This design comes from an exercise in tuning for small area on the open sky130 flow, not from production work.
Only simulation tests tie the RTL to the original design; equivalence was not proved.
No activity file was given, so power comes from the tool's default toggle rates.

==> flow/NumFontRom16x16.hex <==

0000
0000
7c7c
c6c6
c6c6
cece
dede
f6f6
e6e6
c6c6
c6c6
7c7c
0000
0000
0000
0000

0000
0000
7c7c
c6c6
c6c6
cece
dede
f6f6
e6e6
c6c6
c6c6
7c7c
0000
0000
0000
0000

0000
0000
7c18
c638
c678
ce18
de18
f618
e618
c618
c618
7c7e
0000
0000
0000
0000

0000
0000
7c7c
c6c6
c606
ce0c
de18
f630
e660
c6c0
c6c6
7cfe
0000
0000
0000
0000

0000
0000
7c7c
c6c6
c606
ce06
de3c
f606
e606
c606
c6c6
7c7c
0000
0000
0000
0000

0000
0000
7c0c
c61c
c63c
ce6c
decc
f6fe
e60c
c60c
c60c
7c1e
0000
0000
0000
0000

0000
0000
7cfe
c6c0
c6c0
cec0
defc
f606
e606
c606
c6c6
7c7c
0000
0000
0000
0000

0000
0000
7c38
c660
c6c0
cec0
defc
f6c6
e6c6
c6c6
c6c6
7c7c
0000
0000
0000
0000

0000
0000
7cfe
c6c6
c606
ce06
de0c
f618
e630
c630
c630
7c30
0000
0000
0000
0000

0000
0000
7c7c
c6c6
c6c6
cec6
de7c
f6c6
e6c6
c6c6
c6c6
7c7c
0000
0000
0000
0000

0000
0000
7c7c
c6c6
c6c6
cec6
de7e
f606
e606
c606
c60c
7c78
0000
0000
0000
0000

0000
0000
187c
38c6
78c6
18ce
18de
18f6
18e6
18c6
18c6
7e7c
0000
0000
0000
0000

0000
0000
187c
38c6
78c6
18ce
18de
18f6
18e6
18c6
18c6
7e7c
0000
0000
0000
0000

0000
0000
187c
38c6
78c6
18ce
18de
18f6
18e6
18c6
18c6
7e7c
0000
0000
0000
0000

0000
0000
187c
38c6
78c6
18ce
18de
18f6
18e6
18c6
18c6
7e7c
0000
0000
0000
0000

0000
0000
187c
38c6
78c6
18ce
18de
18f6
18e6
18c6
18c6
7e7c
0000
0000
0000
0000
==> flow/constraint.sdc <==
create_clock -name core_clock -period 10.0 [get_ports {clk}]
set_input_delay 2.0000 -clock core_clock [delete_from_list [all_inputs] [get_ports {clk}]]
set_output_delay 2.0000 -clock core_clock [all_outputs]
set_load 0.01 [all_outputs]
==> flow/run.sh <==
#!/bin/bash
# synth_recipe.tcl (not shown) runs the flow's synth.tcl, then flattens the netlist and writes it again
# the make line also repeats each setting of config.mk as NAME=value (left out here)
make -C /OpenROAD-flow-scripts/flow DESIGN_CONFIG=/design/flow/config.mk WORK_HOME=/design/flow/orfs CLKGATE_MAP_FILE= SYNTH_SCRIPT=/design/flow/synth_recipe.tcl finish
==> flow/design.v <==
`timescale 1ns / 1ps
module FFT(
    input clk,
	 input data,
	 input rst,
    output reg sal
    );
   always @(posedge clk, posedge rst) begin
		if (rst)
			sal <= 1'b0;
		else if (data)
			sal <= !sal;
		else
			sal <= sal;
   end
endmodule
`timescale 1ns / 1ps
module Counter10bits(
    input clk,
    input rst1,
	 input rst2,
    output reg [9:0] cuenta,
    input enable
    );
always @(posedge clk, posedge rst2)
	if(rst2)
	cuenta<=10'b0;
	else if(enable)
			cuenta<= rst1 ? 10'b0 : cuenta+10'd1;
		else	
			cuenta<=cuenta;
endmodule
`timescale 1ns / 1ps
module Counter_HReal(clk,rst1,rst2,cuenta,enable,sal);
input clk, rst1, rst2,enable;
output [9:0] cuenta;
output sal;
FFT FT(clk, enable,rst2,sal);
Counter10bits CC(clk,rst1,rst2,cuenta, sal);
endmodule
`timescale 1ns / 1ps
module Up_Counte_12bitsNegEdge(
    input clk,
    input rst1,
	 input rst2,
    output reg [9:0] cuenta,
    input enable
    );
always @(posedge clk, posedge rst2)
	if(rst2)
	cuenta<=10'b0;
	else if(enable)
			cuenta<= rst1 ? 10'b0 : cuenta+10'd1;
		else	
			cuenta<=cuenta;
endmodule
`timescale 1ns / 1ps
module FFJK( input CLK, input RST, input J, input K, output reg Q);
	wire D;
	assign D = ( J& ~Q ) | ( ~K & Q);
	always @ (posedge CLK, posedge RST)
		if (RST)
			Q <= 1'b1;
		else
			Q <= D;
endmodule
`timescale 1ns / 1ps
module VGA_Controller(input rst, input clk,output [9:0] X_Axis, output [9:0] Y_Axis, output H_SYNC, output V_SYNC);
wire RS_V, RSP_V, RSPQ_V;
wire DE_H, DEB_H, DEBC_H;
wire enable;
assign enable = !rst;
wire sal;
Counter_HReal  Counter_H(clk , DEBC_H, rst, X_Axis,enable,sal);
Up_Counte_12bitsNegEdge   Counter_V(clk , RSPQ_V, rst, Y_Axis,DE_H);
assign RS_V = (Y_Axis == 493);
assign RSP_V = (Y_Axis == 497);
assign RSPQ_V = (Y_Axis == 528);
assign DE_H = (X_Axis == 661)&&sal;
assign DEB_H = (X_Axis == 756);
assign DEBC_H = (X_Axis == 800);
FFJK  HSYNC(clk,rst,DEB_H,DE_H,H_SYNC);
FFJK  VSYNC(clk,rst,RSP_V,RS_V,V_SYNC);
endmodule
`timescale 1ns / 1ps
module Mux16x1(input [15:0]Ent, input [3:0] Sel, output reg Sal);
   always @(Sel or Ent)
      case (Sel)
         4'b0000: Sal = Ent[15];
         4'b0001: Sal = Ent[14];
         4'b0010: Sal = Ent[13];
         4'b0011: Sal = Ent[12];
         4'b0100: Sal = Ent[11];
         4'b0101: Sal = Ent[10];
         4'b0110: Sal = Ent[9];
         4'b0111: Sal = Ent[8];
         4'b1000: Sal = Ent[7];
         4'b1001: Sal = Ent[6];
         4'b1010: Sal = Ent[5];
         4'b1011: Sal = Ent[4];
         4'b1100: Sal = Ent[3];
         4'b1101: Sal = Ent[2];
         4'b1110: Sal = Ent[1];
         4'b1111: Sal = Ent[0];
      endcase
endmodule
`timescale 1ns / 1ps
module FontRomNum16x16(input wire [7:0]Address,output [15:0]DataOut);
reg [15:0] MemoryRom [255:0];
initial $readmemh("NumFontRom16x16.hex", MemoryRom, 0,255);
assign DataOut = MemoryRom[Address];
endmodule
`timescale 1ns / 1ps
module NumerosTiempo(PosV, PosH, Numero, RojoA, RojoB, EnaTimerA, EnaTimerB);
input [3:0] Numero;
input [9:0]PosV,PosH;
input RojoA, RojoB;
output EnaTimerA, EnaTimerB;
wire [15:0]DataOut;
wire SalMux;
FontRomNum16x16 Tipografia({Numero, PosV[3:0]}, DataOut);
Mux16x1 Mux(DataOut, PosH[3:0], SalMux);
assign PosH5 = (PosH[9:4] == 6'd5);
assign PosH24 = (PosH[9:4] == 6'd24);
assign PosV28 = (PosV[9:4] == 6'd28);
assign EnaTimerA = PosH5&&SalMux&&PosV28&&RojoB;
assign EnaTimerB = PosH24&&SalMux&&PosV28&&RojoA;
endmodule
`timescale 1ns / 1ps
module ObjetosTipografiaNoIcono(input [3:0]Numero,  input [9:0] x, input [9:0] y, input VA, input AA, input RA, input VB, input AB, input RB,output wire R ,output wire G, output wire B);
reg [2:0] RGB;
wire EnaTimerA, EnaTimerB;
NumerosTiempo Numeros(y, x, Numero, RA, RB, EnaTimerA, EnaTimerB);
assign R = RGB[2];
assign G = RGB[1];
assign B = RGB[0];
parameter [9:0] 
	x1 = 10'd70,
	x2 = 10'd80,
	x3 = 10'd120,
	x4 = 10'd130,
	x5 = 10'd210,
	x6 = 10'd220,
	x7 = 10'd260,
	x8 = 10'd270,
	x9 = 10'd374,
	x10 = 10'd384,
	x11 = 10'd424,
	x12 = 10'd434,
	x13 = 10'd514,
	x14 = 10'd524,
	x15 = 10'd564,
	x16 = 10'd574,
	y1 = 10'd50,
	y2 = 10'd60,
	y3 = 10'd100,
	y4 = 10'd110,
	y5 = 10'd190,
	y6 = 10'd200,
	y7 = 10'd280,
	y8 = 10'd290,
	y9 = 10'd370,
	y10 = 10'd380,
	y11 = 10'd420,
	y12 = 10'd430,
	ya = 10'd20,
	yb = 10'd40;
assign SemaforoA = ((y>y1)&&(y<y12)&&(((x>=x1)&&(x<=x2 ))||((x>x7 )&&(x<x8 ))))||((y>y3)&&(y<y10)&&(((x>x3 )&&(x<x4 ))||((x>x5 )&&(x<x6 ))))||((x>x2 )&&(x<x7 )&&(((y>y1)&&(y<y2))||((y>y11)&&(y<y12))))||((x>=x4 )&&(x<=x5 )&&(((y>y3)&&(y<y4))||((y>y5)&&(y<y6))||((y>y7)&&(y<y8))||((y>y9)&&(y<y10))));
assign SemaforoB = ((y>y1)&&(y<y12)&&(((x>=x9)&&(x<=x10))||((x>x15)&&(x<x16))))||((y>y3)&&(y<y10)&&(((x>x11)&&(x<x12))||((x>x13)&&(x<x14))))||((x>x10)&&(x<x15)&&(((y>y1)&&(y<y2))||((y>y11)&&(y<y12))))||((x>=x12)&&(x<=x13)&&(((y>y3)&&(y<y4))||((y>y5)&&(y<y6))||((y>y7)&&(y<y8))||((y>y9)&&(y<y10))));
assign VerdeA = (x>x4)&&(x<x5)&&(y>y4)&&(y<y5)&&VA;
assign AmarilloA = (x>x4)&&(x<x5)&&(y>y6)&&(y<y7)&&AA;
assign RojoA = (x>x4)&&(x<x5)&&(y>y8)&&(y<y9)&&RA;
assign VerdeB = (x>x12)&&(x<x13)&&(y>y4)&&(y<y5)&&VB;
assign AmarilloB = (x>x12)&&(x<x13)&&(y>y6)&&(y<y7)&&AB;
assign RojoB = (x>x12)&&(x<x13)&&(y>y8)&&(y<y9)&&RB;
assign Boton1 = (x>x2)&&(x<x7)&&(y>ya)&&(y<yb);
assign Boton2 = (x>x10)&&(x<x15)&&(y>ya)&&(y<yb);
always @*
if (SemaforoA)
	RGB <= 3'b101;
else if (SemaforoB)
	RGB <= 3'b110;
else if (VerdeA)
	RGB <= 3'b010;
else if (AmarilloA)
	RGB <= 3'b011;
else if (RojoA)
	RGB <= 3'b100;
else if (VerdeB)
	RGB <= 3'b010;
else if (AmarilloB)
	RGB <= 3'b011;
else if (RojoB)
	RGB <= 3'b100;
else if (Boton1)
	RGB <= 3'b001;
else if (Boton2)
	RGB <= 3'b001;
else if (EnaTimerA)
	RGB <= 3'b001;
else if (EnaTimerB)
	RGB <= 3'b001;
else
	RGB <= 3'b000;
endmodule
`timescale 1ns / 1ps
module Pantalla1 (clk,rst,VSYNC, HSYNC, R, G, B, VA, AA, RA, VB, AB, RB, Numero);
input  VA, AA, RA, VB, AB, RB;
input [3:0]Numero;
input clk, rst;
output wire VSYNC, HSYNC, R, G, B;
wire [9:0] CONTH, CONTV;
VGA_Controller VGAC(rst, clk, CONTH,CONTV,HSYNC,VSYNC);
ObjetosTipografiaNoIcono Semaforos(Numero,CONTH,CONTV,VA,AA,RA,VB,AB,RB,R,G,B);
endmodule
`timescale 1ns / 1ps
module CDescent(clk,rst,sel,ena,salidaz2,datos, cuenta);
input clk,rst,ena,sel;
output wire salidaz2;
input [3:0] datos;
output reg [3:0] cuenta;
always @(posedge clk, posedge rst)
	if(rst)
		cuenta<=4'b0000;
	else if(ena)
		cuenta<=cuenta-4'b001;
	else if(sel)
		cuenta <= datos;
	else
		cuenta<=cuenta;
assign salidaz2=~|cuenta;
endmodule
`timescale 1ns / 1ps
module FSMContador(
    input INICIO,
    input Z,
	 input reset,
	 input clk,
    output wire  ENA,
    output wire SET,
    output wire FIN
    );
parameter[1:0] 
	S0 = 2'b00,
	S1 = 2'b01,
	S2 = 2'b10,
	S3 = 2'b11;
reg [1:0] E_Presente, E_Siguiente;
assign ENA = (E_Presente == S2);
assign SET = (E_Presente == S1);
assign FIN = (E_Presente == S3);
always @(posedge clk, posedge reset)
	if (reset)
		E_Presente <= S0;
	else
		E_Presente <= E_Siguiente;
always @*
	begin
		case (E_Presente)
			S0: begin
				if (INICIO)
					E_Siguiente <= S1;
				else
					E_Siguiente <= S0;
				end
			S1: begin	
					E_Siguiente <= S2;
				end
			S2: begin
					if (Z)
						E_Siguiente <= S3;
					else
						E_Siguiente <= S2;
				  end
			S3: begin
					E_Siguiente <= S0;
				end
		endcase
	end
endmodule
`timescale 1ns / 1ps
module ContSegund(clk,rst1,ena1,salidaz1);
input clk,rst1,ena1;
output wire salidaz1;
reg [25:0] cuenta;
always @(posedge clk, posedge rst1)
	if(rst1)
		cuenta<=26'b0;
	else if(salidaz1)
		cuenta<=26'b0;
	else if (ena1)
		cuenta<=cuenta+26'b1;
			else 
		cuenta<=cuenta;
assign salidaz1=(cuenta==26'd24999);
endmodule
`timescale 1ns / 1ps
module ContadorFSM(clk, rst, inicio, fin, datos, cuenta);
output wire [3:0] cuenta;
input clk, rst, inicio;
input [3:0] datos;
output fin;
wire ZDesce, ZSec, enable, set;
CDescent CFSM(clk,rst,set,ZSec,ZDesce,datos, cuenta);
FSMContador FSMC(inicio,ZDesce,rst,clk,enable, set, fin);
ContSegund CPV(clk,rst,enable,ZSec);
endmodule
`timescale 1ns / 1ps
 module MacroFSM(
    input clk,
    input rst,
	 input FIN,
	 input iFFT,
    input SensorA,
    input SensorB,
    input PasoA,
    input PasoB,
	 output reg [3:0] data,
	 output wire oFFT,
    output wire VerdeA,
    output wire VerdeB,
    output wire AmarilloA,
    output wire AmarilloB,
    output wire RojoA,
    output wire RojoB,
	 output wire INICIO
    );
parameter[2:0] 
	S0 = 3'b000,
	S1 = 3'b001,
	S2 = 3'b010,
	S3 = 3'b011,
	S4 = 3'b100,
	S5 = 3'b101,
	S6 = 3'b110,
	S7 = 3'b111;
reg [2:0] E_Presente, E_Siguiente;
wire AVerde;
wire BVerde;
assign AVerde = iFFT&&(~PasoA && SensorA);
assign BVerde = iFFT&&(~PasoB && SensorB && ~SensorA)&&!(~PasoA && SensorA);
	always @(E_Presente)
	case (E_Presente)
		3'b001: data=4'b1010;
		3'b011: data=4'b0010;
		3'b101: data=4'b1010;
		3'b111: data=4'b0010;
	  default: data=4'b0000;
	endcase
assign oFFT = ((E_Presente == S1)||(E_Presente == S5))||(((E_Presente == S3)||(E_Presente == S7))&&iFFT);
assign INICIO = (E_Presente == S1)||(E_Presente == S5)||(E_Presente == S3)||(E_Presente == S7);
assign VerdeA = (E_Presente == S1);
assign VerdeB = (E_Presente == S5);
assign AmarilloA = (E_Presente == S3);
assign AmarilloB = (E_Presente == S7);
assign RojoA = (E_Presente == S0)||(E_Presente == S4)||(E_Presente == S5)||(E_Presente == S7);
assign RojoB = (E_Presente == S0)||(E_Presente == S4)||(E_Presente == S1)||(E_Presente == S3);
always @(posedge clk, posedge rst)
	if (rst)
		E_Presente <= S0;
	else
		E_Presente <= E_Siguiente;
always @*
	begin
		case (E_Presente)
			S0: begin 
					E_Siguiente <= S1;
					end
			S1: begin
				if (FIN)
					begin
					E_Siguiente <= S2;
					end
				else
					E_Siguiente <= S1;
					end
			S2: begin
					if (AVerde)
						begin
						E_Siguiente <= S1;
						end
					else
						E_Siguiente <= S3;
				  end
			S3: begin
					if (FIN)
						E_Siguiente <= S4;
					else
						E_Siguiente <= S3;
				end
			S4: begin
						E_Siguiente <= S5;
					end
			S5: begin
					if (FIN)
						begin
						E_Siguiente <= S6;
						end
					else
						E_Siguiente <= S5;
					end
			S6: begin
					if (BVerde)
						begin 
						E_Siguiente <= S5;
						end
					else
						begin
						E_Siguiente <= S7;	
						end
				  end
			S7: begin
					if (FIN)
						E_Siguiente <= S0;
					else
						begin
						E_Siguiente <= S7;
						end
				end
		endcase
	end
endmodule
`timescale 1ns / 1ps
module SemaforoGrande(clk,rst,enable,SensorA, SensorB, PasoA, PasoB, VerdeA, VerdeB,AmarilloA,AmarilloB, RojoA,RojoB, cuenta);
input clk, rst, enable,SensorA, SensorB, PasoA, PasoB;
output VerdeA, VerdeB, AmarilloA, AmarilloB, RojoA, RojoB;
wire [3:0] datos;
wire oFFT, FIN, INICIO;
reg iFFT, oFFT_d;
output [3:0] cuenta;
always @(posedge clk, posedge rst)
	if (rst)
		begin
			iFFT <= 1'b0;
			oFFT_d <= 1'b0;
		end
	else
		begin
			oFFT_d <= oFFT;
			if (enable && oFFT && !oFFT_d)
				iFFT <= !iFFT;
		end
ContadorFSM ContadorTodo(clk, rst, INICIO, FIN, datos, cuenta);
MacroFSM FSM(clk,rst,FIN,iFFT,SensorA,SensorB,PasoA,PasoB,datos,oFFT,VerdeA,VerdeB,AmarilloA,AmarilloB,RojoA,RojoB,INICIO);
endmodule
`timescale 1ns / 1ps
module SemaforoDePrueba(clk,rst,VSYNC, HSYNC, R, G, B,SensorA,SensorB,PasoA,PasoB);
wire VA, AA, RA, VB, AB, RB;
input clk, rst;
wire enable;
assign enable = 1'b1;
input SensorA,SensorB,PasoA,PasoB;
output VSYNC, HSYNC;
output R, G, B;
wire [3:0]Numero;
Pantalla1 VGA(clk,rst,VSYNC, HSYNC, R, G, B, VA, AA, RA, VB, AB, RB, Numero);
SemaforoGrande LightBox(clk,rst,enable,SensorA,SensorB,PasoA,PasoB,VA,VB,AA,AB,RA,RB,Numero);
endmodule
==> flow/config.mk <==
export PLATFORM = sky130hd
export DESIGN_NAME = SemaforoDePrueba
export DESIGN_NICKNAME = SemaforoDePrueba
export VERILOG_FILES = /design/flow/design.v
export SDC_FILE = /design/flow/constraint.sdc
export NUM_CORES = 4
export LEC_CHECK = 0
export CAP_MARGIN = 20
export CORE_MARGIN = 2
export CORE_UTILIZATION = 40
export SLEW_MARGIN = 20
==> impl_metrics.tcl <==
set metrics [dict create \
    fillers 1332 \
    h-tree-depth 3 \
    cts_buffer_depth 2 \
    yosysUniqueCellTypes 82 \
    yosysMostFrequentCell "nor2_1" \
    gp_congestion 0.957 \
    cts_setup_buffers 0 \
    synthesis.area_um2 5350 \
    clockRootBuffer "clkbuf_16" \
    clock_sinks 60 \
    vias_per_cell 6.28 \
    finalPower_mw 0.795 \
    io_buffers 10 \
    final-seq-area_um2 1500 \
    fin_worst_skew_ns 0.00485 \
    post-route-period-util 0.666 \
    fin_nets 688 \
    finalHoldViolCount 0 \
    ant_nets 0 \
    dpl.hpwl_mm 10.7 \
    cts_buffers 9 \
    synth_top_area_share 0.271 \
    core-area_um2 13100 \
    antenna_found_initial 0 \
    end_kind "output pin" \
    powerDensity_nw_per_um2 137 \
    crit_path_max_incr_delay_ns 1.04 \
    multi_input_area_um2 3510 \
    max_cap_viol_count 0 \
    ys_top_cells_by_count "nor2_1 (67), nand2_1 (65), dfrtp_1 (58)" \
    criticalPathCategory "register to output pin" \
    grt_overflow 0 \
    synth_fp_nets 711 \
    dieArea_um2 14300 \
    maxSlewHeadroom 0.287 \
    diodes 0 \
    critPathRequiredTime_ns 8.00 \
    vias 5267 \
    synth_area_leaders "dfrtp_1 (27%), ha_1 (5.6%), nor2_1 (4.7%)" \
    syn_avg_cell_area_um2 7.86 \
    setup_tns_ns 0 \
    synth_edf_count 0 \
    startpoint_type "register" \
    ys_seq_area_frac 0.281 \
    grt_pass1_wl_mm 24.9 \
    area_growth_pct 8.19 \
    setup_slack_ns 3.34 \
    track_usage 0.215 \
    arrival_ns 4.66 \
    clk_pin_slew_ns 0.05 \
    detail_route.wl_per_cell_um 18.1 \
    async_flop_share 1.00 \
    die_w_um 120 \
    drcViolationCount 0 \
    drive_gt1_frac 0.0618 \
    synthFlopType "dfrtp_1" \
    start_util 0.407 \
    cts_resized 0 \
    synth_top_area_cell "dfrtp_1" \
    ios 11 \
    ir_worst_vdd_v 0.000116 \
    drt-initial-drc-count 549 \
    p_leak_nw 2.21 \
    path_cells "inv_1 > ha_1 > nor2b_1 > a311oi_1 > a2111oi_0 > o311a_1 > a221oi_2 > a41oi_1 > or4b_1 > clkdlybuf4s50_1" \
    yosys_register_bits 60 \
    slew_viol_final 0 \
    hold_class "register to register" \
    cts_tree "built" \
    yosysWarnings 25 \
    cp_slowest_cell "dfrtp_1" \
    grt_start_max_net_pins 61 \
    pre_cts_slack_ns 3.77 \
    rows 42 \
    syn-instance-count 681 \
    outcome "no timing/DRC/antenna violations" \
    fmax_mhz 150 \
    finalSetupViolCount 0 \
    period_minus_slack_ns 6.66 \
    drtPass1Iterations 5 \
    clk_latency_ns 0.34 \
    routed_wl_mm 15.2 \
    rsz0062_at_grt "false" \
    worst_pin_slew_ns 1.07 \
    ctsHoldBuffers 0 \
    first_global_vias 4918 \
    die_h_um 120 \
    worstPathMaxFanout 39 \
]
==> where the power goes <==
part           switching [mW]  internal [mW]
registers              0.0471          0.255
clock network           0.115          0.226
logic                  0.0949         0.0570
total                   0.257          0.538
==> state kept, by name, summed over array words and instances, names as in the netlist, 2 cells and up <==
register,flops
LightBox.ContadorTodo.CPV.cuenta,26
VGA.VGAC.Counter_H.CC.cuenta,10
VGA.VGAC.Counter_V.cuenta,10
LightBox.ContadorTodo.CFSM.cuenta,4
LightBox.FSM.E_Presente,3
LightBox.ContadorTodo.FSMC.E_Presente,2
==> critical path: cells and delay by family (launching register included) <==
kind	cells	cell delay, ns
AO/OA/AOI/OAI	5	1.24
flip-flops	1	1.04
buffers and inverters	2	0.90
AND/OR/NAND/NOR	2	0.76
adder cells (fa/ha/maj)	1	0.37
==> metal layers <==
metal  vias up  GRT usage  share of wire
met5         -          0              0
met4         0      0.103          0.039
met3        49     0.0513          0.067
met2       236      0.346           0.47
met1      2503      0.272           0.42
li1       2479          -              -
==> cells by family after synthesis <==
family          Yosys count  synth area share
compound gates          187             0.241
xor+xnor                 36            0.0589
fa+ha+maj                25            0.0582
buf+inv                  74            0.0629
flops                    60             0.281
mux                      10            0.0196
simple gates            289             0.278
==> final cells by class <==
type	instances	area share
Multi-Input combinational cell	547	0.606
Sequential cell	60	0.260
Clock buffer	11	0.0419
Tap cell	176	0.0380
Timing Repair Buffer	14	0.0225
Inverter	26	0.0169
Clock inverter	5	0.0145
==> path summary, 6_finish.rpt <==
path	to	slack, ns	cells past startpoint	from
worst max-delay path	B	3.34	10	VGA.VGAC.Counter_V.cuenta[2]
worst min-delay path	LightBox.ContadorTodo.CPV.cuenta[25]	0.47	1	LightBox.ContadorTodo.CPV.cuenta[25]
worst max register to register	VGA.VGAC.Counter_V.cuenta[9]	7.17	6	VGA.VGAC.Counter_V.cuenta[2]
worst min register to register	LightBox.ContadorTodo.CPV.cuenta[25]	0.47	1	LightBox.ContadorTodo.CPV.cuenta[25]
max in group asynchronous	VGA.VGAC.Counter_V.cuenta[2]	7.24	3	rst
min in group asynchronous	LightBox.ContadorTodo.FSMC.E_Presente[1]	2.27	3	rst
==> cells in the final DEF, fill, tap and decap left out, types with 5 or more instances in the layout <==
master	instances
a2111oi_0	5
a211oi_1	7
a21o_1	6
a21oi_1	29
a311oi_1	5
a31oi_1	10
clkbuf_16	9
clkdlybuf4s50_1	10
dfrtp_1	58
ha_1	24
inv_1	23
mux2i_1	6
nand2_1	65
nand2b_1	13
nand3_1	31
nand3b_1	6
nand4_1	20
nor2_1	67
nor2b_1	17
nor3_1	15
nor4_1	10
nor4b_1	5
o211ai_1	6
o21ai_0	50
o311ai_0	7
o31ai_1	7
or3_1	6
or4_1	6
xnor2_1	22
xor2_1	14
==> through the flow <==
| step | hold WS [ns] | utilization | area (µm²) | instances |
|---|---|---|---|---|
| after floorplan | 0.447 | - | 5350 | 681 |
| after global placement | 0.463 | 0.416 | 5460 | 823 |
| after detailed placement | 0.467 | 0.416 | 5460 | 823 |
| after CTS | 0.477 | 0.441 | 5790 | 839 |
| after global routing | 0.494 | 0.441 | 5790 | 839 |
| final | 0.471 | 0.441 | 5790 | 839 |

==> static timing again, ports no longer ideal <==
No port has a modelled driver above. Below, the same layout with a new extraction and two added sets of constraints. Step 1, drivers: a clkbuf_16 drives clk and a buf_2 each remaining input, both assumed. Step 2 moves the port delays by t, midway between the first and last clock arrival at a register: inputs arrive t later, outputs are due t later. That takes back most of the time a late clock gives input paths. a / b / c = no drivers / after step 1 / after step 2; a / b = the first two.
t (ns): 0.380
slack for setup (ns): 3.341 / 3.301 / 3.681
hold slack, ns: 0.471 / 0.471 / 0.471
worst setup path after step 2: register to output
worst slew at a driven data input, ns: 0.03
After both steps this run still meets setup and hold. For this run, drivers alone change the setup slack by -0.040 ns; drivers and shift together by +0.340 ns.
